This is an optimization exercise on Yosys and OpenROAD, whose aim is small area and a short achievable clock period, not a production implementation. Only simulation tests tie the RTL to the original design; equivalence was not proved.

## zinc
## Posit_Multiplier
module Posit_Multiplier(A1, B1, clk, reset, OUT);
  input [0:15] A1, B1;
  input clk, reset;
  output reg [0:15] OUT;
  wire [14:0] ma_in, mb_in;
  pabs u_aa(A1[0], A1[1:15], ma_in);
  pabs u_ab(B1[0], B1[1:15], mb_in);
  reg sa, sb;
  reg [14:0] ma, mb;
  reg rst_d;
  wire [15:0] res;
  always @(posedge clk) begin
    sa <= A1[0];
    sb <= B1[0];
    ma <= ma_in;
    mb <= mb_in;
    rst_d <= reset;
    OUT <= res & {16{~reset}};
  end
  wire [3:0] sha, shb;
  wire [1:0] ea, eb;
  wire [10:0] fa, fb;
  pdec u_da(ma, sha, ea, fa);
  pdec u_db(mb, shb, eb, fb);
  wire [12:0] r;
  pmul_core u_m(fa, fb, r);
  wire c = r[12] | r[11];                  
  wire p22 = ~r[11];                       
  wire [6:0] sca = {~ma[14], sha ^ {4{~ma[14]}}, ea};
  wire [6:0] scb = {~mb[14], shb ^ {4{~mb[14]}}, eb};
  wire [7:0] s0;
  prip #(8) u_sc({sca[6], sca}, {scb[6], scb}, 1'b0, s0);
  wire neg = s0[7];                        
  wire [4:0] q = s0[6:2] ^ {5{neg}};       
  wire [1:0] fe = s0[1:0];
  wire f3 = &fe;                           
  wire m1 = &s0[7:2];                      
  wire za = ~|ma;
  wire zb = ~|mb;
  wire z = (za & ~sa) | (zb & ~sb) | rst_d;
  ...
Size in the first run: ~1,200 cells after synthesis, roughly 49 flip-flops.
Settings: LEC_CHECK=0, CAP_MARGIN=60, CORE_MARGIN=2, CORE_UTILIZATION=40, SLEW_MARGIN=60; clock period 60.0 ns.
standard.sh (not shown) runs the stock make flow with config.mk's settings and CLKGATE_MAP_FILE= SYNTH_SCRIPT=/design/flow/synth_recipe.tcl, a recipe that flattens the netlist after the stock synthesis.
==> flow/flow/run.sh <==
#!/bin/bash
# Layout flow: the standard flow (standard.sh) with these changes.
#  1. Synthesis skips Yosys's internal "abc -fast" before extract_fa, so the
#     full adders written in the RTL are extracted as written.
#  2. The final abc mapping uses flow/abc_area.script (area mapping), except
#     for the modules in FLOW_FAST_MODULES, which keep their hierarchy until
#     the standard flow's script flattens the design and are mapped with
#     flow/abc_fast.script (delay mapping).
#  3. Ports are buffered with sky130_fd_sc_hd__buf_1 cells.
# Registers and their names are those of the standard synthesis.
set -euo pipefail
here=$(pwd)
{
  head -n 1 synth_recipe.tcl
  cat flow/synth_overrides.tcl
  tail -n +2 synth_recipe.tcl
} > flow_synth.tcl
export FLOW_ABC_AREA="$here/flow/abc_area.script"
export FLOW_ABC_FAST="$here/flow/abc_fast.script"
export FLOW_FAST_MODULES="pabs pdec"
bash standard.sh SYNTH_SCRIPT="$here/flow_synth.tcl" \
  "BUFFER_PORTS_ARGS=-buffer_cell sky130_fd_sc_hd__buf_1" finish > flow_standard.log 2>&1
==> flow/flow/abc_area.script <==
strash
dch
amap
strash
dch
amap
topo
==> flow/flow/abc_fast.script <==
strash
map
topo
==> flow/flow/synth_overrides.tcl <==
# Overrides for the standard flow's synthesis script (see run.sh).
# synth: the fine stage runs without Yosys's internal "abc -fast", so that
# extract_fa sees the full adders as the RTL writes them.  Modules listed in
# FLOW_FAST_MODULES keep their hierarchy until the end of synthesis (the standard flow's
# script flattens everything before writing the netlist).
proc synth {args} {
  if {[lsearch -exact $args "fine:"] >= 0} {
    yosys synth -nofsm -noshare -noabc {*}$args
  } else {
    if {[info exists ::env(FLOW_FAST_MODULES)]} {
      foreach m $::env(FLOW_FAST_MODULES) {
        yosys setattr -mod -set keep_hierarchy 1 $m
      }
    }
    yosys synth -nofsm -noshare {*}$args
  }
}
# abc: modules in FLOW_FAST_MODULES are mapped with FLOW_ABC_FAST, the rest
# with FLOW_ABC_AREA.
proc abc {args} {
  set i [lsearch -exact $args "-script"]
  if {$i < 0 || ![info exists ::env(FLOW_ABC_AREA)]} {
    yosys abc {*}$args
    return
  }
  set rest [list]
  if {[info exists ::env(FLOW_FAST_MODULES)]} {
    foreach m $::env(FLOW_FAST_MODULES) {
      if {[lindex [yosys select -count $m] 0] == 0} { continue }
      set a $args
      lset a [expr {$i + 1}] $::env(FLOW_ABC_FAST)
      yosys abc {*}$a $m
    }
    set rest [list $::env(DESIGN_NAME)]
  }
  set a $args
  lset a [expr {$i + 1}] $::env(FLOW_ABC_AREA)
  yosys abc {*}$a {*}$rest
}
> inputs changed (zinc -> onyx)
- SLEW_MARGIN now 20, was 60
- CTS_CLUSTER_DIAMETER now 300, previously not set
- CTS_CLUSTER_SIZE now 50, previously not set
- CTS_BUF_LIST now sky130_fd_sc_hd__clkbuf_8, previously not set
- CAP_MARGIN now 20, was 60
--- a/flow/flow/run.sh
+++ b/flow/flow/run.sh
@@ -18,5 +18,5 @@
 export FLOW_ABC_AREA="$here/flow/abc_area.script"
 export FLOW_ABC_FAST="$here/flow/abc_fast.script"
-export FLOW_FAST_MODULES="pabs pdec"
+export FLOW_FAST_MODULES="pabs"
 bash standard.sh SYNTH_SCRIPT="$here/flow_synth.tcl" \
-  "BUFFER_PORTS_ARGS=-buffer_cell sky130_fd_sc_hd__buf_1" finish > flow_standard.log 2>&1
+  "BUFFER_PORTS_ARGS=-buffer_cell sky130_fd_sc_hd__buf_1" SETUP_SLACK_MARGIN=46.9 finish > flow_standard.log 2>&1
Summary — final design instance area without fill, onyx relative to zinc: lower, by 640 um^2. Re data-path buffer share of cell area in the final layout: onyx is 0.75 points up on zinc. Count of clock-buffer cells in the layout on onyx is down relative to zinc.
For nickel, these inputs were changed with respect to onyx:
- CAP_MARGIN now 90, was 20
- CTS_BUF_LIST no longer set, was sky130_fd_sc_hd__clkbuf_8
- CTS_CLUSTER_DIAMETER no longer set, was 300
- SLEW_MARGIN now 90, was 20
- CTS_CLUSTER_SIZE no longer set, was 50
--- a/flow/flow/run.sh
+++ b/flow/flow/run.sh
@@ -20,3 +20,3 @@
 export FLOW_FAST_MODULES="pabs"
 bash standard.sh SYNTH_SCRIPT="$here/flow_synth.tcl" \
-  "BUFFER_PORTS_ARGS=-buffer_cell sky130_fd_sc_hd__buf_1" SETUP_SLACK_MARGIN=46.9 finish > flow_standard.log 2>&1
+  "BUFFER_PORTS_ARGS=-buffer_cell sky130_fd_sc_hd__buf_1" finish > flow_standard.log 2>&1
==> flow/flow/abc_area.script <==
strash
dch
map -a
topo
--- outcome ---
- Status: nickel FAILED at global routing (tool error)
- nickel vs onyx, synthesized cell count went up by 133.
- nickel vs onyx — placed instance count climbed by more than half
- onyx has lower multiplexer area fraction after synthesis than nickel.
- On worst slack at placement, the lower figure sits with nickel, not onyx.
- nickel: distinct cell type count of the synthesized netlist about 22% below onyx
- Compared with onyx, nickel shows overall die height that has gone up by a few percent.
What harbor does differently from nickel at the input level:
- a change of SLEW_MARGIN from 90 to 20
- a change of CAP_MARGIN from 90 to 20
- an added CTS_CLUSTER_DIAMETER of 300
- an added CTS_BUF_LIST of sky130_fd_sc_hd__clkbuf_8
- an added CTS_CLUSTER_SIZE of 50
--- a/flow/flow/run.sh
+++ b/flow/flow/run.sh
@@ -20,3 +20,3 @@
 export FLOW_FAST_MODULES="pabs"
 bash standard.sh SYNTH_SCRIPT="$here/flow_synth.tcl" \
-  "BUFFER_PORTS_ARGS=-buffer_cell sky130_fd_sc_hd__buf_1" finish > flow_standard.log 2>&1
+  "BUFFER_PORTS_ARGS=-buffer_cell sky130_fd_sc_hd__buf_1" SETUP_SLACK_MARGIN=47.1 finish > flow_standard.log 2>&1
==> flow/flow/abc_area.script <==
strash
dch
amap
strash
dch
amap
topo
## What came out
harbor completed end to end with timing, DRC and antenna clean. The synthesized area in harbor was lower than what nickel gave. harbor vs. nickel: count of instances resized after the clock tree is built went up by 13. Diff nickel -> harbor: worst setup slack after placement +11.87 ns; compound-cell area share of the yosys netlist has increased.

-- separate check: timing with driven ports --
The results above use ideal ports. As a check the final layouts listed here were re-extracted and re-timed, cells and wires unchanged. Step 1 (the two cells are an assumption about what drives the block):
set clk [get_ports {clk}]
set_driving_cell -lib_cell sky130_fd_sc_hd__clkbuf_16 $clk
set_driving_cell -lib_cell sky130_fd_sc_hd__buf_2 [delete_from_list [all_inputs] $clk]
Step 2 also shifts input and output timing later by t, the mid clock arrival at the registers, as if the neighbouring blocks saw the same clock. a / b / c = ideal / step 1 / step 2; a / b = the first two.
| run | t, ns | slack for setup (ns) | hold slack, ns | worst data-port slew with drivers (ns) |
|---|---|---|---|---|
| zinc | 0.322 | 47.200 / 47.165 / 46.975 | 0.790 / 0.790 / 0.790 | 0.03 |
| onyx | 0.337 | 47.196 / 47.160 / 46.957 | 0.732 / 0.732 / 0.732 | 0.03 |
| harbor | 0.336 | 47.195 / 47.161 / 46.952 | 0.727 / 0.727 / 0.727 | 0.03 |
After both steps setup and hold are still met in every run listed. For harbor, which loses most, drivers alone change the setup slack by -0.034 ns; drivers and shift together by -0.243 ns.
